Source: an optimization exercise on an open RTL-to-GDS flow (aim: small area, a short achievable clock period and few clock cycles). Production flows keep margins and buffers that such runs may drop. The RTL was checked by simulation tests, not by an equivalence proof against the original design. Power figures rest on the tool's default switching activity, not on a simulated workload.

--- design/flow/config.mk ---
export PLATFORM = sky130hd
export DESIGN_NAME = div
export DESIGN_NICKNAME = div
export VERILOG_FILES = /design/flow/design.v
export SDC_FILE = /design/flow/constraint.sdc
export NUM_CORES = 4
export LEC_CHECK = 0
export ABC_AREA = 1
export CAP_MARGIN = 20
export CORE_MARGIN = 2
export CORE_UTILIZATION = 50
export CTS_BUF_LIST = sky130_fd_sc_hd__clkbuf_8
export PLACE_DENSITY = 0.65
export SETUP_SLACK_MARGIN = 4.75
export SLEW_MARGIN = 20
--- design/flow/flow/run.sh ---
#!/bin/bash
# The standard layout (the standard.sh, standard synthesis included),
# with the port buffers that ORFS inserts before global placement made
# from sky130_fd_sc_hd__buf_1 instead of the library's pick.
set -euo pipefail
export BUFFER_PORTS_ARGS="-buffer_cell sky130_fd_sc_hd__buf_1"
bash standard.sh > standard.log 2>&1
--- design/flow/constraint.sdc ---
create_clock -name core_clock -period 8.0 [get_ports {clk}]
set_input_delay 1.6000 -clock core_clock [delete_from_list [all_inputs] [get_ports {clk}]]
set_output_delay 1.6000 -clock core_clock [all_outputs]
set_load 0.01 [all_outputs]
--- design/flow/standard.sh ---
#!/bin/bash
# synth_recipe.tcl (not shown) runs the flow's synth.tcl, then flattens the netlist and writes it again
# the make line also repeats each setting of config.mk as NAME=value (left out here)
make -C /OpenROAD-flow-scripts/flow DESIGN_CONFIG=/design/flow/config.mk WORK_HOME=/design/flow/orfs CLKGATE_MAP_FILE= SYNTH_SCRIPT=/design/flow/synth_recipe.tcl "${@:-finish}"
--- design/flow/design.v ---
module div (
    input wire clk,
    input wire rst_n,
    input wire [32-1:0] dividend_i,
    input wire [32-1:0] divisor_i,
    input wire                       start_i,
    input wire                       ctrl_ready_i,
    input wire [                3:0] op_i,
    output wire [32-1:0] result_o,
    output reg                        busy_o,
    output reg                        valid_o
);
    localparam [1:0] S_IDLE = 2'd0, S_PREP = 2'd1, S_ITER = 2'd2, S_FIN = 2'd3;
    reg  [1:0] state;
    reg [31:0] r;       
    reg [31:0] x;       
    reg [31:0] q;       
    reg  [4:0] cnt;
    reg  [4:0] pa, pb;  
    reg        sa, sb;  
    reg        is_rem;   
    reg        cin;      
    function automatic [4:0] msb32(input [31:0] v);
        reg [7:0] nz;
        reg [1:0] p [0:7];
        reg [2:0] g;
        integer i;
        begin
            for (i = 0; i < 8; i = i + 1) begin
                nz[i]   = |v[4*i+:4];
                p[i][1] = v[4*i+3] | v[4*i+2];
                p[i][0] = v[4*i+3] | (~v[4*i+2] & v[4*i+1]);
            end
            g[2] = |nz[7:4];
            g[1] = g[2] ? (nz[7] | nz[6]) : (nz[3] | nz[2]);
            g[0] = g[2] ? (nz[7] | (~nz[6] & nz[5])) : (nz[3] | (~nz[2] & nz[1]));
            msb32 = {g, p[g]};
        end
    endfunction
    wire        sgn_i = op_i[0] | op_i[2];
    wire        sa_i  = sgn_i & dividend_i[31];
    wire        sb_i  = sgn_i & divisor_i[31];
    wire [31:0] a_m   = dividend_i ^ {32{sa_i}};    
    wire [31:0] b_m   = divisor_i ^ {32{sb_i}};     
    wire [32:0] sum;
    wire        cout = sum[32];
    add32 u_add (.a(r), .b(x), .ci(cin), .s(sum));
    wire        prep = (state == S_PREP);
    wire [31:0] inc_in = prep ? r : (is_rem ? (r ^ {32{sa}}) : ~q);
    wire        inc_c  = (prep | is_rem) ? sa : 1'b1;
    wire [31:0] inc_out;
    inc32 u_inc (.a(inc_in), .ci(inc_c), .s(inc_out));
    wire [5:0] kk = {1'b0, pa} + {5'd0, sa} - {1'b0, pb};
    wire [4:0] k  = kk[4:0];
    reg  [31:0] x_init;
    always @(*) begin
        x_init = x;
        if (k[0]) x_init = {x_init[30:0], {1{~sb}}};
        if (k[1]) x_init = {x_init[29:0], {2{~sb}}};
        if (k[2]) x_init = {x_init[27:0], {4{~sb}}};
        if (k[3]) x_init = {x_init[23:0], {8{~sb}}};
        if (k[4]) x_init = {x_init[15:0], {16{~sb}}};
    end
    wire bz = ~sb & (&x);                           
    wire lt = ~cout;
    wire early = bz | ((sa & ~sb) ? kk[5] : lt);
    assign result_o = q;
    always @(posedge clk) begin
        if (!rst_n) begin
            state   <= S_IDLE;
            busy_o  <= 1'b0;
            valid_o <= 1'b0;
        end else begin
            case (state)
                S_IDLE: begin
                    if (ctrl_ready_i) begin
                        valid_o <= 1'b0;
                        if (start_i) begin
                            state  <= S_PREP;
                            busy_o <= 1'b1;
                        end
                    end
                end
                S_PREP: begin
                    if (early) begin
                        if (sa & is_rem) begin
                            state <= S_FIN;
                        end else begin
                            state   <= S_IDLE;
                            busy_o  <= 1'b0;
                            valid_o <= 1'b1;
                        end
                    end else begin
                        state <= S_ITER;
                    end
                end
                S_ITER: begin
                    if (cnt == 5'd0) begin
                        if (is_rem | (sa ^ sb)) begin
                            state <= S_FIN;
                        end else begin
                            state   <= S_IDLE;
                            busy_o  <= 1'b0;
                            valid_o <= 1'b1;
                        end
                    end
                end
                default: begin   
                    state   <= S_IDLE;
                    busy_o  <= 1'b0;
                    valid_o <= 1'b1;
                end
            endcase
        end
    end
    always @(posedge clk) begin
        pa <= msb32(a_m);
        pb <= msb32(b_m | {31'd0, sb_i});
        case (state)
            S_IDLE:  x <= ~b_m;
            S_PREP:  x <= x_init;
            default: x <= {1'b1, x[31:1]};
        endcase
        cnt <= (state == S_PREP) ? k : cnt - 5'd1;
        cin <= (state == S_IDLE) ? (sa_i | ~sb_i) : ~sb;
        case (state)
            S_IDLE: begin
                r      <= a_m;
                sa     <= sa_i;
                sb     <= sb_i;
                is_rem <= op_i[2] | op_i[3];
            end
            S_PREP: begin
                r <= inc_out;
                q <= is_rem ? inc_out : {32{bz}};
            end
            S_ITER: begin
                if (cout) r <= sum[31:0];
                q <= {q[30:0], cout};
            end
            default: begin   
                q <= inc_out;
            end
        endcase
    end
endmodule
module add32 (
    input  wire [31:0] a,
    input  wire [31:0] b,
    input  wire        ci,
    output wire [32:0] s
);
    reg [31:0] g [0:5];
    reg [31:0] p [0:5];
    integer l, i;
    always @(*) begin
        g[0] = a & b;
        p[0] = a ^ b;
        g[0][0] = g[0][0] | (p[0][0] & ci);
        for (l = 0; l < 5; l = l + 1) begin
            g[l+1] = g[l];
            p[l+1] = p[l];
            for (i = 0; i < 32; i = i + 1)
                if ((i >> l) & 1) begin
                    g[l+1][i] = g[l][i] | (p[l][i] & g[l][((i >> l) << l) - 1]);
                    p[l+1][i] = p[l][i] & p[l][((i >> l) << l) - 1];
                end
        end
    end
    assign s = {g[5][31], (a ^ b) ^ {g[5][30:0], ci}};
endmodule
module inc32 (
    input  wire [31:0] a,
    input  wire        ci,
    output wire [31:0] s
);
    reg [31:0] t [0:5];
    integer l, i;
    always @(*) begin
        t[0] = a;
        t[0][0] = a[0] & ci;
        for (l = 0; l < 5; l = l + 1) begin
            t[l+1] = t[l];
            for (i = 0; i < 32; i = i + 1)
                if ((i >> l) & 1) t[l+1][i] = t[l][i] & t[l][((i >> l) << l) - 1];
        end
    end
    assign s = a ^ {t[5][30:0], ci};
endmodule
==> results of run 1 <==
==> final timing paths <==
kind / slack (ns) / startpoint / depth (start not counted) / end
setup / recovery: 4.82 / sa / 13 / x[8]
hold / removal: 0.48 / valid_o / 2 / valid_o
setup reg to reg: 4.82 / sa / 13 / x[8]
hold reg to reg: 0.48 / valid_o / 2 / valid_o
==> what timing repair did <==
action                                  4_1_cts  5_1_grt
gates cloned                                  7        3
buffers inserted                             14        6
gates resized for setup                      31       49
pin swaps                                     6        3
endpoints found under the setup margin       97       93
==> registers in the layout (all words and copies together) (netlist names) <==
name	flops
cnt	5
cin	1
x	32
pa	5
valid_o	1
sb	1
r	32
pb	5
sa	1
q	32
busy_o	1
is_rem	1
state	2
==> layer usage <==
| layer | up-vias | part of all wire (%) | track usage (%) |
|---|---|---|---|
| met5 | - | 0.020 | 0 |
| met4 | 2 | 3.2 | 11.3 |
| met3 | 102 | 10 | 9.58 |
| met2 | 657 | 44 | 49.8 |
| met1 | 6231 | 43 | 44.4 |
| li1 | 6850 | - | - |
==> through the flow <==
step                hold slack [ns]  area, µm²  cells  power [mW]
detailed placement            0.465      13000   2418        5.68
floorplan                     0.435      12500   2068        4.53
finish                        0.477      14000   2480        6.69
CTS                           0.476      13700   2471        6.44
global placement              0.452      13000   2418        5.61
global route                  0.513      14000   2480        7.25
==> cell families after synthesis <==
| group | after synthesis | share of synthesized area [%] |
|---|---|---|
| buffers and inverters | 357 | 11.6 |
| adder cells (fa/ha/maj) | 60 | 6.44 |
| multiplexers | 13 | 1.04 |
| AND/OR/NAND/NOR | 1179 | 39.5 |
| flip-flops | 119 | 24.7 |
| AO/OA/AOI/OAI | 320 | 15.3 |
| XOR/XNOR | 20 | 1.41 |
==> cells in the mapped netlist, types with 6 or more instances <==
| library cell | n | share of area, % |
|---|---|---|
| nand2_2 | 21 | 1.1 |
| nand3b_1 | 9 | 0.54 |
| inv_1 | 253 | 7.6 |
| ha_1 | 53 | 5.3 |
| or2_1 | 6 | 0.30 |
| o211ai_2 | 14 | 1.4 |
| a21oi_1 | 88 | 3.5 |
| nor2_2 | 8 | 0.40 |
| buf_2 | 17 | 0.68 |
| nor2_1 | 134 | 4.0 |
| buf_6 | 7 | 0.63 |
| a31oi_1 | 18 | 0.90 |
| nand2_1 | 801 | 24 |
| nor2_4 | 6 | 0.54 |
| xor2_1 | 14 | 0.98 |
| clkbuf_1 | 56 | 1.7 |
| o21ai_0 | 130 | 5.2 |
| o221ai_1 | 24 | 1.7 |
| mux2i_1 | 13 | 1.0 |
| inv_2 | 6 | 0.18 |
| o211ai_1 | 13 | 0.78 |
| nand4_1 | 20 | 1.0 |
| nand3_1 | 139 | 5.6 |
| xnor2_1 | 6 | 0.42 |
| fa_1 | 7 | 1.1 |
| a22oi_1 | 11 | 0.66 |
| o21ai_1 | 10 | 0.40 |
| buf_1 | 11 | 0.33 |
| or2_2 | 14 | 0.70 |
| nor3_1 | 13 | 0.52 |
| edfxtp_1 | 69 | 17 |
| dfxtp_1 | 50 | 8.0 |
==> worst min-delay path: stages (launching register included) <==
cell and delay [ns]:
dfxtp_1 0.32, nand2_1 0.06, a21oi_1 0.05
==> report_power, final <==
group / leakage, nW / switching (mW) / internal (mW)
clock network: 0.228 / 0.272 / 0.337
logic: 5.58 / 3.12 / 1.53
registers: 1.11 / 0.332 / 1.11
total: 6.92 / 3.72 / 2.97
==> area by class of cell <==
class	count	area (µm²)	share of cell area [%]
multi-input combinational	1595	8140	58.1
sequential	119	3080	22.0
tap	324	405	2.90
inverter	262	1020	7.32
timing repair inverter	3	23.8	0.170
clock buffer	21	289	2.06
timing repair buffer	145	916	6.54
clock inverter	11	129	0.921
==> summary.md, run 1 <==
| Metric | Value |
|---|---|
| Fmax | `0.315 GHz` |
| Antenna-violating nets left | `0` |
| Buf/Inv on CP | `4` |
| Via count | `13,800` |
| Initial antenna violation count | `1` |
| Setup crit start kind | `flip-flop` |
| Final Critical Period | `3.18 ns` |
| Most common cell after layout, fill and taps aside | `nand2_1` |
| Clock slew at reported path FFs | `0.08 ns` |
| Starting density of the core | `51.1%` |
| Port Buffers | `104` |
| Max Slew Vio Count | `0` |
| GRT overflow | `0` |
| Worst slew pin tran | `0.893 ns` |
| Status | `complete, no violations` |
| Final wirelength | `44,000 µm` |
| Clock sink count | `119` |
| Cell count after synthesis | `2,068` |
| Max-cap viol count | `0` |
| VDD IR max | `0.273 mV` |
| Cell area after synthesis | `0.0125 mm²` |
| Async S/R FF share, synth | `0%` |
| Hold crit path type | `flip-flop to flip-flop` |
| Post-synth EDFFs | `69` |
| Total die area | `0.0262 mm²` |
| Cts hold-fix bufs | `0` |
| Final hold vios | `0` |
| Worst slack at placement | `3.68 ns` |
| DRC Markers | `0` |
| Area of the core | `0.0244 mm²` |
| Slowest stage cell, crit path | `fa_2` |
| Root Driver | `clkbuf_8` |
| CTS tree | `built` |
| Post-synth top flop | `edfxtp_1` |
| Final Setup Violations | `0` |
| Num rows | `57` |
| Syn_nets | `2,200` |
| Avg WL per Cell | `17.7 µm` |
| CP cell instances | `inv_1 > ha_1 > inv_1 > ha_1 > fa_2 > buf_8 > inv_6 > mux2i_1 > o21ai_0 > o21ai_1 > nand2_1 > nand2_1 > o221ai_1` |
| Share of cells above drive strength 1 | `8.72%` |
| Largest net degree at the start of global routing | `59` |
| Avg Cell Area, Syn | `6.03 µm²` |
| RSZ-0062 raised after global routing | `true` |
| P&R area growth vs syn | `12.3%` |
| Pwr Density | `478 mW/mm²` |
| CP max FO | `31` |
| Final core occ | `57.4%` |
| Ys Warns | `8` |
| Layout net count | `2,275` |
| Dpl hpwl | `30,700 µm` |
| CP delay by family, top | `adder cells` |
| Post-synthesis register bit count | `119` |
| First-pass GRT wire length | `66,600 µm` |
| Setup WS post-layout | `4.82 ns` |
| Max stage delay on crit path | `0.59 ns` |
| Worst skew pair latency | `0.47 ns` |
| GRT Total Usage | `32.7%` |
| Antenna diodes | `0` |
| Io pins | `106` |
| Static Leak | `6.92 nW` |
| Final Skew | `0.0229 ns` |
| Die width | `162 µm` |
| H-tree levels | `4` |
| Setup_tns | `0 ns` |
| Gpl congestion | `0.950` |
| Relative slew slack | `40.4%` |
| Routed vias/inst | `5.58` |
| Most frequent cells in the layout | `796 x nand2_1, 251 x inv_1, 138 x nand3_1` |
| CTS Buffer Depth | `2` |
| Vias in the first global route | `12,300` |
| Tcrit/Tclk final | `39.7%` |
| Synth cell types | `49` |
| Fill count | `2,479` |
| Setup CP Type | `flip-flop to flip-flop` |
| Die H | `162 µm` |
| Type of destination of the critical path | `flip-flop` |
| First-pass detailed-route iteration total | `6` |
| Crit path DAT | `3.48 ns` |
| Total CTS buffers | `17` |
| Critical Path RT | `8.30 ns` |
| Register area share after synthesis | `24.7%` |
| Initial drt markers | `1,577` |
Testbench counts, summed over its fixed seeds: cycles 63,187.
==> run 2: changes to the inputs <==
--- a/design/flow/config.mk
+++ b/design/flow/config.mk
@@ -11,3 +11,2 @@
 export CORE_UTILIZATION = 50
-export CTS_BUF_LIST = sky130_fd_sc_hd__clkbuf_8
 export PLACE_DENSITY = 0.65
==> run 2 against run 1 <==
  * Sequential power barely moved
  * Register-to-register slack improved by 0.02 ns
  * Final cell count rose by 0.32%
  * Still clean
  * Final area rose by 1.9%
  * Utilization rose by 1.1 points
  * Global-route usage rose by 0.12 points
  * Fmax fell by 0.29%
  * Largest power group unchanged
  * Total power rose by 3.3%
  * Synthesized area did not move
==> summary.md, run 2 <==
| Metric | Value |
|---|---|
| Hold Path Sink | `valid_o` |
| Worst r2r path cells | `13 (unchanged)` |
| Post-synth top area cell | `nand2_1` |
| H-tree levels | `4 (unchanged)` |
| Largest net degree at the start of global routing | `59 (unchanged)` |
| Critical Path RT | `8.36 ns (+0.06 ns)` |
| Worst skew pair latency | `0.43 ns (-0.04 ns)` |
| Antenna-violating nets left | `0 (unchanged)` |
| Clock slew at reported path FFs | `0.06 ns (-0.02 ns)` |
| VDD IR max | `0.268 mV (-1.9%)` |
| CP max FO | `17 (-45%)` |
| Routed wl met3 | `4480 µm (-1.2%)` |
| Most common cell in the netlist | `nand2_1` |
| Type of destination of the critical path | `flip-flop` |
| Fill count | `2,434 (-1.8%)` |
| Ys Warns | `8 (unchanged)` |
| Worst hold stages | `2 (unchanged)` |
| Relative slew slack | `37.2% (-3.2 points)` |
| First-pass detailed-route iteration total | `8 (+2)` |
| Port Buffers | `104 (unchanged)` |
| CTS tree | `built` |
| Top flop regs | `q x32, r x32, x x32` |
| GRT overflow | `0 (unchanged)` |
| Dpl hpwl | `30,700 µm (unchanged)` |
| Hold path start | `valid_o` |
| Antenna diodes | `0 (unchanged)` |
| Total die area | `0.0262 mm² (unchanged)` |
| Hold crit path type | `flip-flop to flip-flop` |
| Setup_tns | `0 ns (unchanged)` |
| Cts hold-fix bufs | `0 (unchanged)` |
| Register area share after synthesis | `24.7% (unchanged)` |
| Fmax | `0.314 GHz (-0.29%)` |
| Avg WL per Cell | `17.9 µm (+0.89%)` |
| CP delay by family, top | `simple AND/OR/NAND/NOR gates` |
| Io pins | `106 (unchanged)` |
| Synth cell types | `49 (unchanged)` |
| Post-synth EDFFs | `69 (unchanged)` |
| Initial drt markers | `1,496 (-5.1%)` |
| Area of the core | `0.0244 mm² (unchanged)` |
| Die H | `162 µm (unchanged)` |
| Final hold vios | `0 (unchanged)` |
| Worst slew pin tran | `0.941 ns (+0.0480 ns)` |
| Max Slew Vio Count | `0 (unchanged)` |
| Share of the synthesized area in the top cell type | `24.1% (unchanged)` |
| Buf/Inv on CP | `2 (-2)` |
| Max-cap viol count | `0 (unchanged)` |
| Final Critical Period | `3.19 ns (+0.00926 ns)` |
| Commonest cells in the netlist | `801 x nand2_1, 253 x inv_1, 139 x nand3_1` |
| Num rows | `57 (unchanged)` |
| Worst r2r src | `sa` |
| Status | `complete, no violations` |
| Starting density of the core | `51.1% (unchanged)` |
| R2R Setup Slk | `4.84 ns (+0.02 ns)` |
| Setup CP Type | `input port to flip-flop` |
| RSZ-0062 raised after global routing | `true` |
| Max stage delay on crit path | `0.41 ns (-0.18 ns)` |
| Avg Cell Area, Syn | `6.03 µm² (unchanged)` |
| Root Driver | `clkbuf_16` |
| P&R area growth vs syn | `14.5%` |
| Layout net count | `2,283 (+0.35%)` |
| Top area cells in the synthesized netlist | `nand2_1 24%, edfxtp_1 17%, dfxtp_1 8.0%` |
| Metal2 WL | `19,700 µm (+2.5%)` |
| Highest metal used | `met5` |
| Vias in the first global route | `12,400 (+1.0%)` |
| Hold WS | `0.476 ns (-0.00183 ns)` |
| DRC Markers | `0 (unchanged)` |
| Async S/R FF share, synth | `0% (unchanged)` |
| CP cell instances | `clkbuf_2 > inv_2 > nor2_4 > nand2_1 > nand2_1 > nor2_1 > nand2_1 > nor2_1 > nor3_1 > nand2_1 > nand2_1 > nor2_1 > nand4_1` |
| Pwr Density | `484 mW/mm² (+1.3%)` |
| Reg2reg end | `x[8]` |
| First-pass GRT wire length | `67,100 µm (+0.68%)` |
| GRT Total Usage | `32.9% (+0.12 points)` |
| Static Leak | `7.04 nW (+1.7%)` |
| Critical path's most frequent cell | `nand2_1` |
| Initial antenna violation count | `1 (unchanged)` |
| Setup crit start kind | `input port` |
| Share of cells above drive strength 1 | `9.24% (+0.52 points)` |
| Most frequent cells in the layout | `794 x nand2_1, 249 x inv_1, 138 x nand3_1` |
| Post-synthesis register bit count | `119 (unchanged)` |
| Tcrit/Tclk final | `39.8% (+0.12 points)` |
| Final Setup Violations | `0 (unchanged)` |
| Clock sink count | `119 (unchanged)` |
| Syn_nets | `2,200 (unchanged)` |
| Cell area after synthesis | `0.0125 mm² (unchanged)` |
| Total CTS buffers | `17 (unchanged)` |
| Most common cell after layout, fill and taps aside | `nand2_1` |
| Post-synth top flop | `edfxtp_1` |
| Cell count after synthesis | `2,068 (unchanged)` |
| Final Skew | `0.0173 ns (-0.00558 ns)` |
| CTS Buffer Depth | `2 (unchanged)` |
| Die width | `162 µm (unchanged)` |
| Crit path DAT | `3.54 ns (+0.06 ns)` |
| Met1 WL | `18,900 µm (+0.42%)` |
| Via count | `14,000 (+1.1%)` |
| Routed vias/inst | `5.62 (+0.75%)` |
| Gpl congestion | `0.950 (unchanged)` |
| Slowest stage cell, crit path | `nor2_4` |
| Final wirelength | `44,500 µm (+1.2%)` |
[run 2: cell counts after synthesis]
Identical to the previous run, type by type.
[run 2: layout make-up]
cell class	instances	area (µm²)	share of cell area (%)
flip-flops and latches	119	3080	21.6
clock buffers	25	538	3.77
inverters	262	1020	7.16
multi-input cells	1595	8160	57.2
clock inverters	7	61.3	0.430
repair buffers	153	983	6.89
repair inverters	3	23.8	0.167
well taps	324	405	2.84
[run 2: cell families after synthesis]
| kind of cell | count (synthesis) | share of synthesized area (%) |
|---|---|---|
| flip-flops | 119 | 24.7 |
| buffers and inverters | 357 | 11.6 |
| adder cells (fa/ha/maj) | 60 | 6.44 |
| AO/OA/AOI/OAI | 320 | 15.3 |
| multiplexers | 13 | 1.04 |
| XOR/XNOR | 20 | 1.41 |
| AND/OR/NAND/NOR | 1179 | 39.5 |
[run 2: power by group]
part           switching, mW  internal [mW]  leakage [nW]
sequential             0.335           1.11          1.11
clock                  0.298          0.495         0.303
combinational           3.13           1.54          5.63
[run 2: per-layer routing]
| metal | global-route usage (%) | vias up |
|---|---|---|
| met5 | 0 | - |
| met1 | 44.2 | 6368 |
| met2 | 51.2 | 643 |
| li1 | - | 6875 |
| met3 | 8.76 | 103 |
| met4 | 11.0 | 2 |
[run 2: worst min-delay path, cell delays in order, from the launching register on]
cell     delay (ns)
dfxtp_1        0.31
nand2_1        0.06
a21oi_1        0.05
[run 2: worst max path at each step]
stage / endpoint / depth (start not counted) / from
2_1_floorplan: r[0] / 13 / r[0]
3_5_place_dp: r[16] / 18 / state[1]
6_report: pa[0] / 13 / dividend_i[31]
4_1_cts: pa[0] / 15 / dividend_i[31]
5_1_grt: pa[0] / 15 / op_i[0]
3_3_place_gp: r[16] / 18 / state[1]
[run 2: repair_timing]
action                     4_1_cts  5_1_grt
setup endpoints to repair      100       92
pin swaps                        6        4
buffers inserted                16       11
resized for setup               36       48
cloned                           7        4
[run 2: through the flow]
| stage | worst slack, ns | std cells | instance area (µm²) | power, mW | util, % |
|---|---|---|---|---|---|
| final | 4.81 | 2488 | 14300 | 6.91 | 58.5 |
| after CTS | 4.76 | 2473 | 13900 | 6.65 | 57.1 |
| after floorplan | 4.76 | 2068 | 12500 | 4.53 | - |
| after detailed placement | 3.68 | 2418 | 13000 | 5.68 | 53.1 |
| after global routing | 4.66 | 2488 | 14300 | 7.46 | 58.5 |
| after global placement | 3.74 | 2418 | 13000 | 5.61 | 53.1 |
==> run 3: changes to the inputs <==
--- a/design/flow/config.mk
+++ b/design/flow/config.mk
@@ -14 +14,2 @@
 export SLEW_MARGIN = 20
+export TNS_END_PERCENT = 0
==> run 3 against run 2 <==
  * Sequential power about the same
  * Combinational power shrank 1%
  * Hold slack hardly changed
  * Non-clock buffer count up 2
  * Final cell count about the same
  * Final area down 0.33%
  * Register-to-register slack worse by 0.06 ns
  * Clock power about the same
  * Fmax is 1.0% lower
  * Clock skew is essentially flat
  * Critical endpoint is now x[8]
  * Synthesized cell count stayed put
==> summary.md, run 3 <==
| Metric | Value |
|---|---|
| Worst r2r src | `sa` |
| Die width | `162 µm (unchanged)` |
| Dpl hpwl | `30,700 µm (unchanged)` |
| Syn_nets | `2,200 (unchanged)` |
| Final Skew | `0.0170 ns (-0.000345 ns)` |
| Post-route cell area | `0.0142 mm² (-0.33%)` |
| Cell count after synthesis | `2,068 (unchanged)` |
| Worst slew pin tran | `0.941 ns (+0.000275 ns)` |
| Most frequent cells in the layout | `796 x nand2_1, 249 x inv_1, 138 x nand3_1` |
| Antenna-violating nets left | `0 (unchanged)` |
| Synth cell types | `49 (unchanged)` |
| Layout net count | `2,284 (+0.044%)` |
| Status | `complete, no violations` |
| Fmax | `0.311 GHz (-1.0%)` |
| Max Slew Vio Count | `0 (unchanged)` |
| Critical Path RT | `8.26 ns (-0.10 ns)` |
| Port Buffers | `104 (unchanged)` |
| Type of destination of the critical path | `flip-flop` |
| First-pass detailed-route iteration total | `5 (-3)` |
| Async S/R FF share, synth | `0% (unchanged)` |
| Cell area after synthesis | `0.0125 mm² (unchanged)` |
| Area of the core | `0.0244 mm² (unchanged)` |
| Crit path DAT | `3.48 ns (-0.06 ns)` |
| Pwr Density | `482 mW/mm² (-0.47%)` |
| CTS Buffer Depth | `2 (unchanged)` |
| Post-synth top flop | `edfxtp_1` |
| Initial antenna violation count | `1 (unchanged)` |
| Io pins | `106 (unchanged)` |
| Root Driver | `clkbuf_16` |
| Via count | `14,000 (-0.014%)` |
| Dpl cell area | `0.0130 mm² (unchanged)` |
| Static Leak | `7.03 nW (about the same)` |
| Gpl congestion | `0.950 (unchanged)` |
| Hold crit path type | `flip-flop to flip-flop` |
| Initial drt markers | `1,642 (+9.8%)` |
| Top area cells in the synthesized netlist | `nand2_1 24%, edfxtp_1 17%, dfxtp_1 8.0%` |
| Share of the synthesized area in the top cell type | `24.1% (unchanged)` |
| Post-synth EDFFs | `69 (unchanged)` |
| Total power | `6.85 mW (-0.80%)` |
| Final Setup Violations | `0 (unchanged)` |
| Routed vias/inst | `5.62 (about the same)` |
| Slowest stage cell, crit path | `fa_2` |
| Setup CP Type | `flip-flop to flip-flop` |
| Ys Warns | `8 (unchanged)` |
| Vias in the first global route | `12,300 (-0.88%)` |
| Num rows | `57 (unchanged)` |
| Commonest cells in the netlist | `801 x nand2_1, 253 x inv_1, 139 x nand3_1` |
| GRT overflow | `0 (unchanged)` |
| First-pass GRT wire length | `66,600 µm (-0.73%)` |
| Post-synthesis register bit count | `119 (unchanged)` |
| DRC Markers | `0 (unchanged)` |
| Hold path start | `valid_o` |
| CTS tree | `built` |
| CP delay by family, top | `adder cells` |
| Setup crit start kind | `flip-flop` |
| Avg Cell Area, Syn | `6.03 µm² (unchanged)` |
| CP max FO | `31 (+14)` |
| Largest net degree at the start of global routing | `59 (unchanged)` |
| Die H | `162 µm (unchanged)` |
| Max-cap viol count | `0 (unchanged)` |
| Final Critical Period | `3.22 ns (+0.0323 ns)` |
| Most common cell after layout, fill and taps aside | `nand2_1` |
| Relative slew slack | `37.2% (about the same)` |
| Most common cell in the netlist | `nand2_1` |
| Final hold vios | `0 (unchanged)` |
| H-tree levels | `4 (unchanged)` |
| P&R area growth vs syn | `14.1%` |
| CP cell instances | `inv_1 > ha_1 > inv_1 > ha_1 > fa_2 > buf_6 > inv_6 > mux2i_1 > o21ai_0 > o21ai_1 > nand2_1 > nand2_1 > o221ai_1` |
| Clock sink count | `119 (unchanged)` |
| Post-synth top area cell | `nand2_1` |
| Top flop regs | `q x32, r x32, x x32` |
| Share of cells above drive strength 1 | `9.05% (-0.19 points)` |
| Register area share after synthesis | `24.7% (unchanged)` |
| Worst skew pair latency | `0.43 ns (about the same)` |
| Tcrit/Tclk final | `40.2% (+0.40 points)` |
| Total die area | `0.0262 mm² (unchanged)` |
| Avg WL per Cell | `17.8 µm (-0.52%)` |
| Final core occ | `58.3% (-0.19 points)` |
| Final wirelength | `44,300 µm (-0.48%)` |
| Antenna diodes | `0 (unchanged)` |
| RSZ-0062 raised after global routing | `true` |
| Critical Path Start | `sa` |
| Clock slew at reported path FFs | `0.06 ns (about the same)` |
| GRT Total Usage | `32.6% (-0.26 points)` |
| Total CTS buffers | `17 (unchanged)` |
| Max stage delay on crit path | `0.60 ns (+0.19 ns)` |
| Setup_tns | `0 ns (unchanged)` |
| Buf/Inv on CP | `4 (+2)` |
| Starting density of the core | `51.1% (unchanged)` |
| VDD IR max | `0.271 mV (+1.2%)` |
-- run 3: cell count changes in the layout (fill, tap and decap cells not counted), sizes merged --
cell / change
clkbuf: +2
inv: -2
clkinv: +1
-- run 3: cell families after synthesis --
| group | after synthesis | synth area share, % |
|---|---|---|
| XOR/XNOR | 20 | 1.41 |
| flip-flops | 119 | 24.7 |
| AO/OA/AOI/OAI | 320 | 15.3 |
| adder cells (fa/ha/maj) | 60 | 6.44 |
| buffers and inverters | 357 | 11.6 |
| multiplexers | 13 | 1.04 |
| AND/OR/NAND/NOR | 1179 | 39.5 |
-- run 3: per-stage QoR --
stage	hold WS (ns)	std cells	worst slack, ns
after floorplan	0.435	2068	4.76
after global placement	0.452	2418	3.74
after detailed placement	0.465	2418	3.68
after CTS	0.473	2466	4.66
after global routing	0.507	2489	4.65
final	0.475	2489	4.78
-- run 3: final cells by class --
type | count | area, µm²
Tap cell | 324 | 405
Timing Repair inverter | 2 | 15.0
Clock buffer | 25 | 538
Fill cell | 2443 | 10200
Multi-Input combinational cell | 1595 | 8140
Clock inverter | 7 | 61.3
Inverter | 262 | 1030
Timing Repair Buffer | 155 | 958
Sequential cell | 119 | 3070
-- run 3: worst paths after layout --
check,slack [ns],to,depth (start not counted)
worst max-delay path,4.78,x[8],13
worst min-delay path,0.48,valid_o,2
worst max register to register,4.78,x[8],13
worst min register to register,0.48,valid_o,2
-- run 3: layer usage --
layer  vias up  share of wire (%)  GRT usage (%)
met5         -              0.020              0
met4         2                2.9           10.6
met3        92                 11           8.81
li1       6876                  -              -
met1      6342                 42           44.2
met2       677                 44           50.4
-- run 3: power breakdown --
part / switching (mW) / internal, mW
registers: 0.333 / 1.11
clock network: 0.297 / 0.495
logic: 3.10 / 1.52
total: 3.73 / 3.12
-- run 3: repair_timing --
item / in CTS / in global routing
pin swaps: 5 / 6
endpoints found under the setup margin: 100 / 110
setup buffers: 10 / 20
hold buffers: 0 / 0
cloned: 6 / 3
gates resized for setup: 27 / 44
-- run 3: tightest hold or removal path: cells and delay by family, from the launching register on --
kind / cells / cell delay, ns
and+or+nand+nor: 1 / 0.06
AOI/OAI and AO/OA: 1 / 0.05
DFF: 1 / 0.31
==> run 4: changes to the inputs <==
--- a/design/flow/config.mk
+++ b/design/flow/config.mk
@@ -14,2 +14,2 @@
 export SLEW_MARGIN = 20
-export TNS_END_PERCENT = 0
+export TNS_END_PERCENT = 5
==> run 4 against run 3 <==
  * Clock power about the same
  * Sequential share of layout area down 0.11 points
  * Highest routed layer unchanged
  * Setup slack worse by 0.021 ns
  * Critical path type unchanged
  * Utilization up 0.29 points
  * Critical path depth unchanged
  * Non-clock buffer count up 2
  * Final cell count about the same
  * Total power about the same
  * Largest power group unchanged
  * Count of clock-buffer cells in the layout unchanged
  * Global-route usage about the same
  * Die area unchanged
==> summary.md, run 4 <==
| Metric | Value |
|---|---|
| Pwr Density | `480 mW/mm² (-0.47%)` |
| Critical Path RT | `8.25 ns (about the same)` |
| Root Driver | `clkbuf_16` |
| Area of the core | `0.0244 mm² (unchanged)` |
| Clock slew at reported path FFs | `0.06 ns (about the same)` |
| Relative slew slack | `36.4% (-0.77 points)` |
| Post-synth top area cell | `nand2_1` |
| Top flop regs | `q x32, r x32, x x32` |
| Cell area after synthesis | `0.0125 mm² (unchanged)` |
| Type of destination of the critical path | `flip-flop` |
| Worst slew pin tran | `0.953 ns (+0.0116 ns)` |
| Share of the synthesized area in the top cell type | `24.1% (unchanged)` |
| Final hold vios | `0 (unchanged)` |
| Cts hold-fix bufs | `0 (unchanged)` |
| Total power | `6.85 mW (about the same)` |
| Setup crit start kind | `flip-flop` |
| Starting density of the core | `51.1% (unchanged)` |
| Status | `complete, no violations` |
| Io pins | `106 (unchanged)` |
| First-pass detailed-route iteration total | `6 (+1)` |
| Most common cell after layout, fill and taps aside | `nand2_1` |
| Antenna diodes | `0 (unchanged)` |
| Max Slew Vio Count | `0 (unchanged)` |
| Die width | `162 µm (unchanged)` |
| Post-synth top flop | `edfxtp_1` |
| First-pass GRT wire length | `66,700 µm (+0.14%)` |
| CP max FO | `31 (unchanged)` |
| Avg Cell Area, Syn | `6.03 µm² (unchanged)` |
| Clock sink count | `119 (unchanged)` |
| Cell count after synthesis | `2,068 (unchanged)` |
| Synth cell types | `49 (unchanged)` |
| Commonest cells in the netlist | `801 x nand2_1, 253 x inv_1, 139 x nand3_1` |
| Worst skew pair latency | `0.43 ns (about the same)` |
| DRC Markers | `0 (unchanged)` |
| Setup_tns | `0 ns (unchanged)` |
| H-tree levels | `4 (unchanged)` |
| Syn_nets | `2,200 (unchanged)` |
| Async S/R FF share, synth | `0% (unchanged)` |
| Post-synthesis register bit count | `119 (unchanged)` |
| Initial antenna violation count | `1 (unchanged)` |
| Final Critical Period | `3.24 ns (+0.0210 ns)` |
| Max-cap viol count | `0 (unchanged)` |
| P&R area growth vs syn | `14.6%` |
| RSZ-0062 raised after global routing | `true` |
| CTS tree | `built` |
| Final Skew | `0.0176 ns (+0.000572 ns)` |
| Largest net degree at the start of global routing | `59 (unchanged)` |
| Most frequent cells in the layout | `793 x nand2_1, 249 x inv_1, 138 x nand3_1` |
| VDD IR max | `0.270 mV (-0.17%)` |
| GRT overflow | `0 (unchanged)` |
| CTS Buffer Depth | `2 (unchanged)` |
| Antenna-violating nets left | `0 (unchanged)` |
| Final Setup Violations | `0 (unchanged)` |
| Layout net count | `2,286 (+0.088%)` |
| Avg WL per Cell | `17.7 µm (-0.32%)` |
| Ys Warns | `8 (unchanged)` |
| Port Buffers | `104 (unchanged)` |
| Via count | `13,900 (-0.31%)` |
| Initial drt markers | `1,571 (-4.3%)` |
| Share of cells above drive strength 1 | `9.41% (+0.36 points)` |
| Hold crit path type | `flip-flop to flip-flop` |
| Tcrit/Tclk final | `40.5% (+0.26 points)` |
| Routed vias/inst | `5.60 (-0.39%)` |
| Post-synth EDFFs | `69 (unchanged)` |
| GRT Total Usage | `32.6% (+0.038 points)` |
| Static Leak | `7.05 nW (+0.23%)` |
| Most common cell in the netlist | `nand2_1` |
| Num rows | `57 (unchanged)` |
| Register area share after synthesis | `24.7% (unchanged)` |
| Gpl congestion | `0.950 (unchanged)` |
| Total CTS buffers | `17 (unchanged)` |
| Final wirelength | `44,200 µm (-0.24%)` |
| Vias in the first global route | `12,400 (+0.15%)` |
| Dpl hpwl | `30,700 µm (unchanged)` |
| Fmax | `0.309 GHz (-0.65%)` |
| Die H | `162 µm (unchanged)` |
| Total die area | `0.0262 mm² (unchanged)` |
| Setup CP Type | `flip-flop to flip-flop` |
| Top area cells in the synthesized netlist | `nand2_1 24%, edfxtp_1 17%, dfxtp_1 8.0%` |
| Crit path DAT | `3.49 ns (about the same)` |
==> run 4: kinds of logic after synthesis <==
kind of cell	count (synthesis)	synth area share, %
fa+ha+maj	60	6.44
compound gates	320	15.3
xor+xnor	20	1.41
buf+inv	357	11.6
flops	119	24.7
simple gates	1179	39.5
mux	13	1.04
==> run 4: what timing repair did <==
item                       in CTS  in global routing
cloned                          6                  3
setup endpoints to repair     100                110
buffers inserted               12                 20
resized for setup              27                 54
pin swaps                       5                 10
==> run 4: area by class of cell <==
| class | count | area, µm² |
|---|---|---|
| well taps | 324 | 405 |
| clock inverters | 7 | 61.3 |
| fillers | 2429 | 10100 |
| flip-flops and latches | 119 | 3070 |
| inverters | 262 | 1030 |
| clock buffers | 25 | 538 |
| repair inverters | 2 | 15.0 |
| repair buffers | 157 | 998 |
| multi-input cells | 1595 | 8170 |
==> run 4: worst max-delay path, stage by stage (launching register included) <==
cell	delay, ns
edfxtp_1	0.34
inv_1	0.08
ha_1	0.27
inv_1	0.04
ha_1	0.23
fa_2	0.60
buf_6	0.27
inv_6	0.16
mux2i_1	0.21
mux2i_1	0.11
o21ai_0	0.44
nand2_1	0.11
nand2_1	0.09
o221ai_1	0.10
==> run 4: final timing paths <==
kind	slack [ns]	cells after the start	start	to
worst max-delay path	4.76	13	sa	x[5]
worst min-delay path	0.48	2	valid_o	valid_o
worst max register to register	4.76	13	sa	x[5]
worst min register to register	0.48	2	valid_o	valid_o
==> run 4: where the power goes <==
| part | internal (mW) | total, mW | switching (mW) |
|---|---|---|---|
| clock network | 0.495 | 0.793 | 0.297 |
| logic | 1.52 | 4.62 | 3.10 |
| registers | 1.11 | 1.44 | 0.333 |
| total | 3.12 | 6.85 | 3.73 |
==> run 4: per-layer routing <==
metal | GRT usage (%) | wire, µm | share of wire [%]
met5 | 0 | 9 | 0.020
met4 | 10.7 | 1390 | 3.1
met3 | 8.53 | 4420 | 10
met2 | 50.5 | 19400 | 44
met1 | 44.4 | 19000 | 43
==> run 4: per-stage QoR <==
step	instance area [µm²]	worst slack [ns]	hold WS, ns	std cells	utilization, %
final	14300	4.76	0.475	2491	58.6
after detailed placement	13000	3.68	0.465	2418	53.1
after CTS	13900	4.66	0.473	2468	56.8
after global routing	14300	4.66	0.507	2491	58.6
after global placement	13000	3.74	0.452	2418	53.1
after floorplan	12500	4.76	0.435	2068	-
==> run 5: changes to the inputs <==
--- a/design/flow/config.mk
+++ b/design/flow/config.mk
@@ -14,2 +14,2 @@
 export SLEW_MARGIN = 20
-export TNS_END_PERCENT = 5
+export SYNTH_HIERARCHICAL = 1
==> run 5 against run 4 <==
  * Setup slack better by 0.015 ns
  * Hold slack worse by 0.022 ns
  * Synthesized cell count decreased by 0.87%
  * Sequential cell count unchanged
  * Register-to-register slack improved by 0.09 ns
  * Routed wire length rose by 0.38%
  * Sequential share of layout area fell by 0.91 points
  * Critical path depth is 5 higher
  * Clock skew down 0.0024 ns
  * Synthesized area rose by 1.1%
  * Clock power rose by 2.8%
  * Via count up 1.4%
==> summary.md, run 5 <==
| Metric | Value |
|---|---|
| Status | `complete, no violations` |
| Syn_nets | `2,179 (-0.95%)` |
| GRT overflow | `0 (unchanged)` |
| Final core occ | `59.8% (+1.2 points)` |
| Share of cells above drive strength 1 | `12.1% (+2.7 points)` |
| Clock slew at reported path FFs | `0.06 ns (about the same)` |
| Final Skew | `0.0151 ns (-0.00245 ns)` |
| Num rows | `58 (+1.8%)` |
| Post-synth top area cell | `nand2_1` |
| Setup_tns | `0 ns (unchanged)` |
| Vias in the first global route | `12,300 (-0.80%)` |
| CP delay by family, top | `simple AND/OR/NAND/NOR gates` |
| Register area share after synthesis | `24.4% (-0.27 points)` |
| Static Leak | `7.11 nW (+0.95%)` |
| Die H | `163 µm (+0.55%)` |
| Type of destination of the critical path | `flip-flop` |
| Final hold vios | `0 (unchanged)` |
| Top flop regs | `q x32, r x32, x x32` |
| Worst skew pair latency | `0.44 ns (about the same)` |
| Setup CP Type | `input port to flip-flop` |
| Routed vias/inst | `5.64 (+0.80%)` |
| Port Buffers | `104 (unchanged)` |
| First-pass detailed-route iteration total | `6 (unchanged)` |
| Total CTS buffers | `17 (unchanged)` |
| Antenna-violating nets left | `0 (unchanged)` |
| CP cell instances | `clkbuf_4 > nor2_4 > buf_4 > nor2_4 > clkbuf_16 > nand2_1 > nand2_2 > nand2_1 > nor2_2 > nand2_2 > nor2_4 > nand2_4 > nand2_4 > nor2_2 > nand2_1 > nand3_1 > nor2_1 > nand2_1` |
| Post-synth top flop | `edfxtp_1` |
| Critical path's most frequent cell | `nand2_1` |
| Final wirelength | `44,300 µm (+0.38%)` |
| Synth cell types | `49 (unchanged)` |
| Worst slew pin tran | `0.883 ns (-0.0695 ns)` |
| Via count | `14,100 (+1.4%)` |
| Top area cells in the synthesized netlist | `nand2_1 21%, edfxtp_1 16%, dfxtp_1 7.9%` |
| Avg WL per Cell | `17.7 µm (-0.18%)` |
| Gpl congestion | `0.945 (-0.57%)` |
| Fmax | `0.310 GHz (+0.46%)` |
| Crit path DAT | `3.55 ns (+0.06 ns)` |
| GRT Total Usage | `31.6% (-0.99 points)` |
| Cts hold-fix bufs | `0 (unchanged)` |
| Die width | `163 µm (+0.55%)` |
| CP max FO | `8 (-74%)` |
| Initial drt markers | `1,688 (+7.4%)` |
| Root Driver | `clkbuf_16` |
| Critical Path RT | `8.32 ns (+0.07 ns)` |
| Relative slew slack | `41.1% (+4.7 points)` |
| Io pins | `106 (unchanged)` |
| Avg Cell Area, Syn | `6.15 µm² (+2.0%)` |
| Cell area after synthesis | `0.0126 mm² (+1.1%)` |
| Most frequent cells in the layout | `681 x nand2_1, 257 x inv_1, 179 x o21ai_0` |
| CTS tree | `built` |
| Fill count | `2,450 (+0.86%)` |
| VDD IR max | `0.335 mV (+24%)` |
| Final Setup Violations | `0 (unchanged)` |
| Most common cell after layout, fill and taps aside | `nand2_1` |
| Share of the synthesized area in the top cell type | `20.9% (-3.2 points)` |
| Max Slew Vio Count | `0 (unchanged)` |
| Area of the core | `0.0250 mm² (+2.3%)` |
| Setup crit start kind | `input port` |
| Post-synthesis register bit count | `119 (unchanged)` |
| Antenna diodes | `0 (unchanged)` |
| DRC Markers | `0 (unchanged)` |
| Total die area | `0.0265 mm² (+1.1%)` |
| Cell count after synthesis | `2,050 (-0.87%)` |
| Most common cell in the netlist | `nand2_1` |
| Ys Warns | `14 (+6)` |
| Hold WS | `0.454 ns (-0.0216 ns)` |
| Starting density of the core | `50.5% (-0.61 points)` |
| Buf/Inv on CP | `3 (-1)` |
| Final Critical Period | `3.23 ns (-0.0150 ns)` |
| Largest net degree at the start of global routing | `69 (+17%)` |
| Initial antenna violation count | `1 (unchanged)` |
| Hold crit path type | `flip-flop to flip-flop` |
| CTS Buffer Depth | `2 (unchanged)` |
| First-pass GRT wire length | `65,600 µm (-1.5%)` |
| Max-cap viol count | `0 (unchanged)` |
| P&R area growth vs syn | `18.4%` |
| Dpl hpwl | `29,500 µm (-3.8%)` |
| Pwr Density | `532 mW/mm² (+11%)` |
| Slowest stage cell, crit path | `clkbuf_16` |
| Async S/R FF share, synth | `0% (unchanged)` |
| Max stage delay on crit path | `0.18 ns (-0.42 ns)` |
| H-tree levels | `4 (unchanged)` |
| Layout net count | `2,291 (+0.22%)` |
| Clock sink count | `119 (unchanged)` |
| Post-synth EDFFs | `69 (unchanged)` |
| RSZ-0062 raised after global routing | `true` |
| Tcrit/Tclk final | `40.3% (-0.19 points)` |
| Commonest cells in the netlist | `703 x nand2_1, 265 x inv_1, 183 x o21ai_0` |
-- run 5: worst reg2reg max path: stages, from the launching register on --
cell and delay, ns:
edfxtp_1 0.37, inv_1 0.07, ha_1 0.27, inv_1 0.04, ha_1 0.21, fa_2 0.45, xor2_4 0.23, buf_12 0.19
clkinvlp_4 0.20, buf_4 0.19, nand2_1 0.05, o21ai_0 0.10, mux2i_1 0.27, nand2_1 0.11, a22oi_1 0.22, nand2_1 0.08
-- run 5: per-module statistics from Yosys (local to each module, per instance) --
module / copies in the design / cell area [µm²]
add32: 1 / 1700
div: 1 / 10000
inc32: 1 / 876
-- run 5: worst paths after layout --
check / start / cells after the start / end / slack, ns
worst max-delay path: op_i[2] / 18 / pa[1] / 4.77
worst min-delay path: busy_o / 2 / busy_o / 0.45
worst max register to register: sa / 15 / x[9] / 4.85
worst min register to register: busy_o / 2 / busy_o / 0.45
-- run 5: timing repair --
action                                  in CTS  in global routing
pin swaps                                    5                 25
gates resized for setup                     32                105
endpoints found under the setup margin     124                114
setup buffers                               13                 39
cloned                                       6                 12
hold endpoints to repair                     0                  0
-- run 5: power by group --
| part | switching, mW | internal [mW] | total (mW) | leakage, nW |
|---|---|---|---|---|
| registers | 0.392 | 1.17 | 1.56 | 1.10 |
| clock network | 0.324 | 0.490 | 0.815 | 0.308 |
| logic | 3.67 | 1.90 | 5.57 | 5.70 |
| total | 4.39 | 3.56 | 7.95 | 7.11 |
-- run 5: cell families after synthesis --
logic type	share of synthesized area, %
AOI/OAI and AO/OA	18.6
xor gates and xnor gates	2.77
DFF	24.4
and+or+nand+nor	35.1
buffers and inverters	11.9
adders and majority gates	6.07
muxes	1.27
-- run 5: final cells by class --
| class | count | area [µm²] | share of cell area, % |
|---|---|---|---|
| multi-input cells | 1568 | 8470 | 56.8 |
| well taps | 330 | 413 | 2.77 |
| clock buffers | 21 | 508 | 3.40 |
| repair buffers | 180 | 1280 | 8.55 |
| inverters | 273 | 1060 | 7.08 |
| flip-flops and latches | 119 | 3080 | 20.6 |
| clock inverters | 11 | 105 | 0.704 |
| repair inverters | 3 | 22.5 | 0.151 |
-- run 5: per-layer routing --
layer	part of all wire (%)	up-vias	GRT usage [%]
li1	-	6918	-
met1	44	6390	45.1
met2	43	733	47.7
met3	9.8	94	5.35
met4	3.2	0	12.1
met5	0	-	0
-- run 5: metrics by stage --
stage / cells / total power [mW] / cell area [µm²] / worst slack (ns)
floorplan: 2050 / 5.21 / 12600 / 4.77
global placement: 2403 / 6.41 / 13100 / 3.74
detailed placement: 2403 / 6.49 / 13100 / 3.66
CTS: 2454 / 7.45 / 14000 / 4.76
global route: 2505 / 8.60 / 14900 / 4.65
finish: 2505 / 7.95 / 14900 / 4.77
==> run 6: changes to the inputs <==
--- a/design/flow/config.mk
+++ b/design/flow/config.mk
@@ -11,2 +11,4 @@
 export CORE_UTILIZATION = 50
+export CTS_CLUSTER_DIAMETER = 60
+export CTS_CLUSTER_SIZE = 30
 export PLACE_DENSITY = 0.65
@@ -14,2 +16 @@
 export SLEW_MARGIN = 20
-export SYNTH_HIERARCHICAL = 1
==> run 6 against run 5 <==
  * Still clean on timing, DRC and antenna
  * Sequential power is 8% lower
  * Synthesized area decreased by 1.1%
  * Sequential cell count unchanged
  * Total power down 13%
  * Setup slack better by 0.038 ns
  * First-iteration DRC count shrank 11%
  * Largest power group unchanged
==> summary.md, run 6 <==
| Metric | Value |
|---|---|
| Syn_nets | `2,200 (+0.96%)` |
| Critical Path RT | `8.36 ns (+0.04 ns)` |
| Initial drt markers | `1,496 (-11%)` |
| Area of the core | `0.0244 mm² (-2.3%)` |
| Final Critical Period | `3.19 ns (-0.0384 ns)` |
| Fill count | `2,434 (-0.65%)` |
| Multi-input logic area | `0.00816 mm² (-3.7%)` |
| Vias in the first global route | `12,400 (+1.6%)` |
| Max-cap viol count | `0 (unchanged)` |
| Final wirelength | `44,500 µm (+0.34%)` |
| Tcrit/Tclk final | `39.8% (-0.48 points)` |
| VDD IR max | `0.268 mV (-20%)` |
| Most frequent cells in the layout | `794 x nand2_1, 249 x inv_1, 138 x nand3_1` |
| Status | `complete, no violations` |
| Synth cell types | `49 (unchanged)` |
| Top flop regs | `q x32, r x32, x x32` |
| Hold crit path type | `flip-flop to flip-flop` |
| Via count | `14,000 (-1.0%)` |
| Cell area after synthesis | `0.0125 mm² (-1.1%)` |
| Crit path DAT | `3.54 ns (about the same)` |
| Avg WL per Cell | `17.9 µm (+1.0%)` |
| Antenna-violating nets left | `0 (unchanged)` |
| Most common cell after layout, fill and taps aside | `nand2_1` |
| GRT Total Usage | `32.9% (+1.2 points)` |
| Largest net degree at the start of global routing | `59 (-14%)` |
| Dpl hpwl | `30,700 µm (+4.0%)` |
| H-tree levels | `4 (unchanged)` |
| Setup crit start kind | `input port` |
| Cts hold-fix bufs | `0 (unchanged)` |
| Fmax | `0.314 GHz (+1.2%)` |
| Relative slew slack | `37.2% (-3.9 points)` |
| Max stage delay on crit path | `0.41 ns (+0.23 ns)` |
| First-pass GRT wire length | `67,100 µm (+2.2%)` |
| Total die area | `0.0262 mm² (-1.1%)` |
| Max Slew Vio Count | `0 (unchanged)` |
| Avg Cell Area, Syn | `6.03 µm² (-2.0%)` |
| DRC Markers | `0 (unchanged)` |
| Register area share after synthesis | `24.7% (+0.27 points)` |
| CTS Buffer Depth | `2 (unchanged)` |
| Io pins | `106 (unchanged)` |
| Die H | `162 µm (-0.54%)` |
| Critical path's most frequent cell | `nand2_1` |
| Post-synth EDFFs | `69 (unchanged)` |
| Post-synth top area cell | `nand2_1` |
| Pwr Density | `484 mW/mm² (-9.1%)` |
| Worst skew pair latency | `0.43 ns (about the same)` |
| Total CTS buffers | `17 (unchanged)` |
| Clock slew at reported path FFs | `0.06 ns (about the same)` |
| Setup_tns | `0 ns (unchanged)` |
| Clock sink count | `119 (unchanged)` |
| Cell count after synthesis | `2,068 (+0.88%)` |
| Starting density of the core | `51.1% (+0.61 points)` |
| GRT overflow | `0 (unchanged)` |
| Post-synth top flop | `edfxtp_1` |
| Async S/R FF share, synth | `0% (unchanged)` |
| Worst slew pin tran | `0.941 ns (+0.0576 ns)` |
| Final Setup Violations | `0 (unchanged)` |
| Storage element area | `0.00308 mm² (unchanged)` |
| Initial antenna violation count | `1 (unchanged)` |
| Routed vias/inst | `5.62 (-0.34%)` |
| Commonest cells in the netlist | `801 x nand2_1, 253 x inv_1, 139 x nand3_1` |
| Share of cells above drive strength 1 | `9.24% (-2.8 points)` |
| Num rows | `57 (-1.7%)` |
| Buf/Inv on CP | `2 (-1)` |
| Final Skew | `0.0173 ns (+0.00222 ns)` |
| Layout net count | `2,283 (-0.35%)` |
| Share of the synthesized area in the top cell type | `24.1% (+3.2 points)` |
| Slowest stage cell, crit path | `nor2_4` |
| First-pass detailed-route iteration total | `8 (+2)` |
| CP cell instances | `clkbuf_2 > inv_2 > nor2_4 > nand2_1 > nand2_1 > nor2_1 > nand2_1 > nor2_1 > nor3_1 > nand2_1 > nand2_1 > nor2_1 > nand4_1` |
| Static Leak | `7.04 nW (-1.1%)` |
| Ys Warns | `8 (-6)` |
| CTS tree | `built` |
| CP delay by family, top | `simple AND/OR/NAND/NOR gates` |
| Post-synthesis register bit count | `119 (unchanged)` |
| CP max FO | `17 (+9)` |
| Antenna diodes | `0 (unchanged)` |
| P&R area growth vs syn | `14.5%` |
| Most common cell in the netlist | `nand2_1` |
| Final hold vios | `0 (unchanged)` |
| Gpl congestion | `0.950 (+0.57%)` |
| Die width | `162 µm (-0.54%)` |
| Port Buffers | `104 (unchanged)` |
| Top area cells in the synthesized netlist | `nand2_1 24%, edfxtp_1 17%, dfxtp_1 8.0%` |
| Setup CP Type | `input port to flip-flop` |
| RSZ-0062 raised after global routing | `true` |
| Type of destination of the critical path | `flip-flop` |
| Final core occ | `58.5% (-1.3 points)` |
| Root Driver | `clkbuf_16` |
| Total power | `6.91 mW (-13%)` |
==> run 6: cell types whose count changed after synthesis, sizes merged, moves of 9 or more <==
cell    change
nand2      +86
o21ai      -45
a21oi      -35
o221ai     +24
a22oi      -21
inv        -11
o31ai      -32
clkbuf     -12
xor2       -17
buf         +9
nor2       +33
or2        +19
==> run 6: layout make-up <==
cell class,instances,share of cell area (%)
multi-input cells,1595,57.2
flip-flops and latches,119,21.6
inverters,262,7.16
repair buffers,153,6.89
clock buffers,25,3.77
well taps,324,2.84
clock inverters,7,0.430
repair inverters,3,0.167
==> run 6: where the power goes <==
group	switching [mW]	internal (mW)	total, mW	leakage, nW
sequential	0.335	1.11	1.44	1.11
combinational	3.13	1.54	4.67	5.63
clock	0.298	0.495	0.794	0.303
total	3.76	3.14	6.91	7.04
==> run 6: worst paths after layout <==
kind,from,end,slack [ns],cells past startpoint
setup / recovery,dividend_i[31],pa[0],4.81,13
hold reg to reg,valid_o,valid_o,0.48,2
setup reg to reg,sa,x[8],4.84,13
hold / removal,valid_o,valid_o,0.48,2
==> run 6: timing repair <==
| item | CTS | global route |
|---|---|---|
| gates resized for setup | 36 | 48 |
| buffers inserted | 16 | 11 |
| gates cloned | 7 | 4 |
| pin swaps | 6 | 4 |
| hold endpoints to repair | 0 | 0 |
| endpoints found under the setup margin | 100 | 92 |
==> run 6: per-layer routing <==
layer / share of wire (%) / wire length (µm) / global-route usage (%) / vias up
met5: 0.020 / 9 / 0 / -
met4: 3.2 / 1440 / 11.0 / 2
met3: 10 / 4480 / 8.76 / 103
met2: 44 / 19700 / 51.2 / 643
met1: 43 / 18900 / 44.2 / 6368
li1: - / - / - / 6875
==> run 6: logic make-up after synthesis <==
kind of cell	count (synthesis)	share of synthesized area [%]
compound gates	320	15.3
buf+inv	357	11.6
fa+ha+maj	60	6.44
mux	13	1.04
flops	119	24.7
simple gates	1179	39.5
xor+xnor	20	1.41
==> run 6: tightest hold or removal path, cell delays in order, from the launching register on <==
cell     delay, ns
dfxtp_1       0.31
nand2_1       0.06
a21oi_1       0.05
==> run 6: through the flow <==
| step | instance area [µm²] | instances | worst slack [ns] | hold WS [ns] |
|---|---|---|---|---|
| after detailed placement | 13000 | 2418 | 3.68 | 0.465 |
| after CTS | 13900 | 2473 | 4.76 | 0.473 |
| after global routing | 14300 | 2488 | 4.66 | 0.507 |
| after floorplan | 12500 | 2068 | 4.76 | 0.435 |
| final | 14300 | 2488 | 4.81 | 0.476 |
| after global placement | 13000 | 2418 | 3.74 | 0.452 |
==> run 7: changes to the inputs <==
--- a/design/flow/design.v
+++ b/design/flow/design.v
@@ -21,3 +21,2 @@
     reg        is_rem;   
-    reg        cin;      
     function automatic [4:0] msb32(input [31:0] v);
@@ -44,2 +43,3 @@
     wire [31:0] b_m   = divisor_i ^ {32{sb_i}};     
+    wire        cin = ~sb | (sa & (state == S_PREP));
     wire [32:0] sum;
@@ -124,3 +124,2 @@
         cnt <= (state == S_PREP) ? k : cnt - 5'd1;
-        cin <= (state == S_IDLE) ? (sa_i | ~sb_i) : ~sb;
         case (state)
--- a/design/flow/config.mk
+++ b/design/flow/config.mk
@@ -11,6 +11,4 @@
 export CORE_UTILIZATION = 50
-export CTS_CLUSTER_DIAMETER = 60
-export CTS_CLUSTER_SIZE = 30
 export PLACE_DENSITY = 0.65
-export SETUP_SLACK_MARGIN = 4.75
+export SETUP_SLACK_MARGIN = 4.5
 export SLEW_MARGIN = 20
==> run 7 against run 6 <==
  * Still clean on timing, DRC and antenna
  * Non-clock buffer count down 5
  * Die area fell by 1.2%
  * Hold slack worse by 0.029 ns
  * Setup slack lost 0.19 ns
  * Final area fell by 2.6%
  * Clock power down 11%
  * Synthesized cell count shrank 0.82%
  * Sequential power about the same
  * Largest cell class unchanged
==> summary.md, run 7 <==
| Metric | Value |
|---|---|
| Most common cell after layout, fill and taps aside | `nand2_1` |
| Layout net count | `2,262 (-0.92%)` |
| Avg Cell Area, Syn | `6.00 µm² (-0.47%)` |
| Hold crit path type | `flip-flop to flip-flop` |
| Starting density of the core | `50.7% (-0.36 points)` |
| Final wirelength | `43,100 µm (-3.2%)` |
| P&R area growth vs syn | `12.9%` |
| Post-synthesis register bit count | `118 (-0.84%)` |
| Largest net degree at the start of global routing | `61 (+3.4%)` |
| Total power | `6.88 mW (-0.45%)` |
| Cts hold-fix bufs | `0 (unchanged)` |
| Non-filler cells, final | `2,467 (-0.84%)` |
| Pwr Density | `495 mW/mm² (+2.2%)` |
| First-pass GRT wire length | `67,000 µm (-0.12%)` |
| Final Skew | `0.0125 ns (-0.00481 ns)` |
| Max-cap viol count | `0 (unchanged)` |
| Root Driver | `clkbuf_16` |
| DRC Markers | `0 (unchanged)` |
| Static Leak | `6.76 nW (-4.0%)` |
| Fill count | `2,504 (+2.9%)` |
| Area of the core | `0.0242 mm² (-0.58%)` |
| Post-placement cell count | `2,399 (-0.79%)` |
| Antenna diodes | `0 (unchanged)` |
| Port Buffers | `104 (unchanged)` |
| Post-synth top area cell | `nand2_1` |
| CTS tree | `built` |
| Dpl hpwl | `30,300 µm (-1.3%)` |
| CTS Buffer Depth | `2 (unchanged)` |
| First-pass detailed-route iteration total | `6 (-2)` |
| Dpl cell area | `0.0128 mm² (-1.1%)` |
| Die H | `161 µm (-0.63%)` |
| Clock slew at reported path FFs | `0.06 ns (about the same)` |
| Relative slew slack | `39.8% (+2.5 points)` |
| Initial drt markers | `1,619 (+8.2%)` |
| Final hold vios | `0 (unchanged)` |
| Final Setup Violations | `0 (unchanged)` |
| Cell count after synthesis | `2,051 (-0.82%)` |
| Register area share after synthesis | `24.8% (+0.16 points)` |
| Status | `complete, no violations` |
| Top area cells in the synthesized netlist | `nand2_1 24%, edfxtp_1 17%, dfxtp_1 8.0%` |
| Worst skew pair latency | `0.43 ns (about the same)` |
| Setup crit start kind | `flip-flop` |
| Post-synth EDFFs | `69 (unchanged)` |
| Crit path DAT | `3.53 ns (about the same)` |
| Worst slew pin tran | `0.903 ns (-0.0379 ns)` |
| Async S/R FF share, synth | `0% (unchanged)` |
| Clock sink count | `118 (-0.84%)` |
| Cell area after synthesis | `0.0123 mm² (-1.3%)` |
| Antenna-violating nets left | `0 (unchanged)` |
| Routed vias/inst | `5.66 (+0.58%)` |
| Io pins | `106 (unchanged)` |
| Avg WL per Cell | `17.5 µm (-2.4%)` |
| Syn_nets | `2,183 (-0.77%)` |
| Most frequent cells in the layout | `775 x nand2_1, 235 x inv_1, 141 x nor2_1` |
| GRT Total Usage | `32.8% (-0.049 points)` |
| Hold WS | `0.447 ns (-0.0286 ns)` |
| VDD IR max | `0.332 mV (+24%)` |
| Critical Path RT | `8.15 ns (-0.21 ns)` |
| RSZ-0062 raised after global routing | `true` |
| Share of cells above drive strength 1 | `7.93% (-1.3 points)` |
| Most common cell in the netlist | `nand2_1` |
| H-tree levels | `4 (unchanged)` |
| Gpl congestion | `0.925 (-2.7%)` |
| Post-route cell area | `0.0139 mm² (-2.6%)` |
| CP max FO | `10 (-7)` |
| Fmax | `0.296 GHz (-5.7%)` |
| Num rows | `57 (unchanged)` |
| Tcrit/Tclk final | `42.3% (+2.4 points)` |
| Setup_tns | `0 ns (unchanged)` |
| Setup CP Type | `flip-flop to flip-flop` |
| Synth cell types | `50 (+2.0%)` |
| Initial antenna violation count | `0 (-1)` |
| Final Critical Period | `3.38 ns (+0.194 ns)` |
| Top flop regs | `q x32, r x32, x x32` |
| Commonest cells in the netlist | `778 x nand2_1, 241 x inv_1, 144 x nor2_1` |
| Via count | `14,000 (-0.27%)` |
| Type of destination of the critical path | `flip-flop` |
| Share of the synthesized area in the top cell type | `23.7% (-0.39 points)` |
| Vias in the first global route | `12,400 (-0.61%)` |
| Post-synth top flop | `edfxtp_1` |
| Die width | `161 µm (-0.63%)` |
| Total CTS buffers | `17 (unchanged)` |
| Max Slew Vio Count | `0 (unchanged)` |
| GRT overflow | `0 (unchanged)` |
| Ys Warns | `8 (unchanged)` |
| Total die area | `0.0259 mm² (-1.2%)` |
run 7: changes by cell type after synthesis, sizes merged, moves of 4 or more:
cell | before | now
o21ai | 140 | 155
nor2 | 149 | 159
a21oi | 88 | 99
nand4 | 20 | 26
or2 | 22 | 14
nor3 | 13 | 9
nand2 | 823 | 794
nand3 | 141 | 135
buf | 39 | 35
o21bai | 2 | 6
o221ai | 24 | 18
inv | 261 | 248
run 7: where the power goes:
group | switching (mW) | internal [mW]
Clock | 0.305 | 0.402
Sequential | 0.355 | 1.11
Combinational | 3.14 | 1.57
run 7: metrics by stage:
step	setup WS (ns)	utilization, %
2_1_floorplan	4.50	-
3_3_place_gp	3.43	52.8
3_5_place_dp	3.38	52.9
4_1_cts	4.46	55.9
5_1_grt	4.48	57.3
6_report	4.62	57.3
run 7: routing by layer:
layer  vias up  GRT usage [%]  routed length [µm]
li1       6825              -                   -
met1      6379           47.4               19200
met2       666           49.7               18700
met3        83           6.35                4070
met4         0           9.42                1110
met5         -              0                   0
run 7: logic make-up after synthesis:
kind of cell             share of synthesized area (%)
AND/OR/NAND/NOR                                   38.4
AO/OA/AOI/OAI                                     16.3
buffers and inverters                             11.2
flip-flops                                        24.8
adder cells (fa/ha/maj)                           6.53
XOR/XNOR                                          1.57
multiplexers                                      1.22
run 7: cell type report:
class	count	area [µm²]	share of cell area [%]
timing repair buffer	148	853	6.14
sequential	118	3050	22.0
multi-input combinational	1593	8060	58.0
tap	324	405	2.92
inverter	249	973	7.01
timing repair inverter	3	20.0	0.144
clock inverter	12	77.6	0.558
clock buffer	20	447	3.21
run 7: final timing paths:
check,from,endpoint,slack [ns],cells past startpoint
setup / recovery,state[1],r[16],4.62,18
hold / removal,busy_o,busy_o,0.45,2
setup reg to reg,state[1],r[16],4.62,18
hold reg to reg,busy_o,busy_o,0.45,2
run 7: timing repair:
item                       4_1_cts  5_1_grt
pin swaps                        2        6
resized for setup               25       38
cloned                           5        4
buffers inserted                 7       20
setup endpoints to repair      137       91
run 7: worst max-delay path: stages (launching register included):
cell     delay, ns
dfxtp_1       0.35
inv_2         0.10
ha_4          0.14
buf_12        0.16
a21oi_1       0.10
fa_1          0.40
fa_2          0.37
inv_1         0.06
nand2_1       0.04
nand2_1       0.08
nand3_1       0.14
nand2_2       0.11
nand2_1       0.09
nand2_4       0.13
inv_1         0.10
fa_1          0.49
o22ai_1       0.08
nand2_1       0.07
o21ai_0       0.07
Testbench counts of run 7, summed over its fixed seeds: cycles 63,187.

[static timing again, ports no longer ideal]
Ports are ideal in the flow. The routed layouts listed here were re-timed in OpenROAD.
Step 1: set_driving_cell puts a clkbuf_16 on clk and a buf_2 on each other input, an assumption about the parent block.
Step 2 adds t to the input delays and takes it off the output delays; t is the mean of the earliest and latest rising clock arrival at the registers after step 1. Input paths then give back, and output paths get back, about the clock's delay inside the block.
a / b / c = ideal ports / drivers / drivers and shift; a / b = the first two.
run	t (ns)	slack for setup (ns)	hold slack, ns
run 1	0.510	4.823 / 4.823 / 4.427	0.477 / 0.477 / 0.477
run 2	0.479	4.813 / 4.835 / 4.365	0.476 / 0.476 / 0.476
run 3	0.478	4.781 / 4.781 / 4.350	0.475 / 0.475 / 0.475
run 4	0.477	4.760 / 4.760 / 4.425	0.475 / 0.475 / 0.475
run 5	0.479	4.775 / 4.793 / 4.313	0.454 / 0.454 / 0.454
run 6	0.479	4.813 / 4.835 / 4.365	0.476 / 0.476 / 0.476
run 7	0.475	4.620 / 4.620 / 4.233	0.447 / 0.447 / 0.447
After both steps setup and hold are still met in every run listed. The setup slack of run 5, which loses most, moves by +0.018 ns with the drivers and by -0.462 ns with both steps.
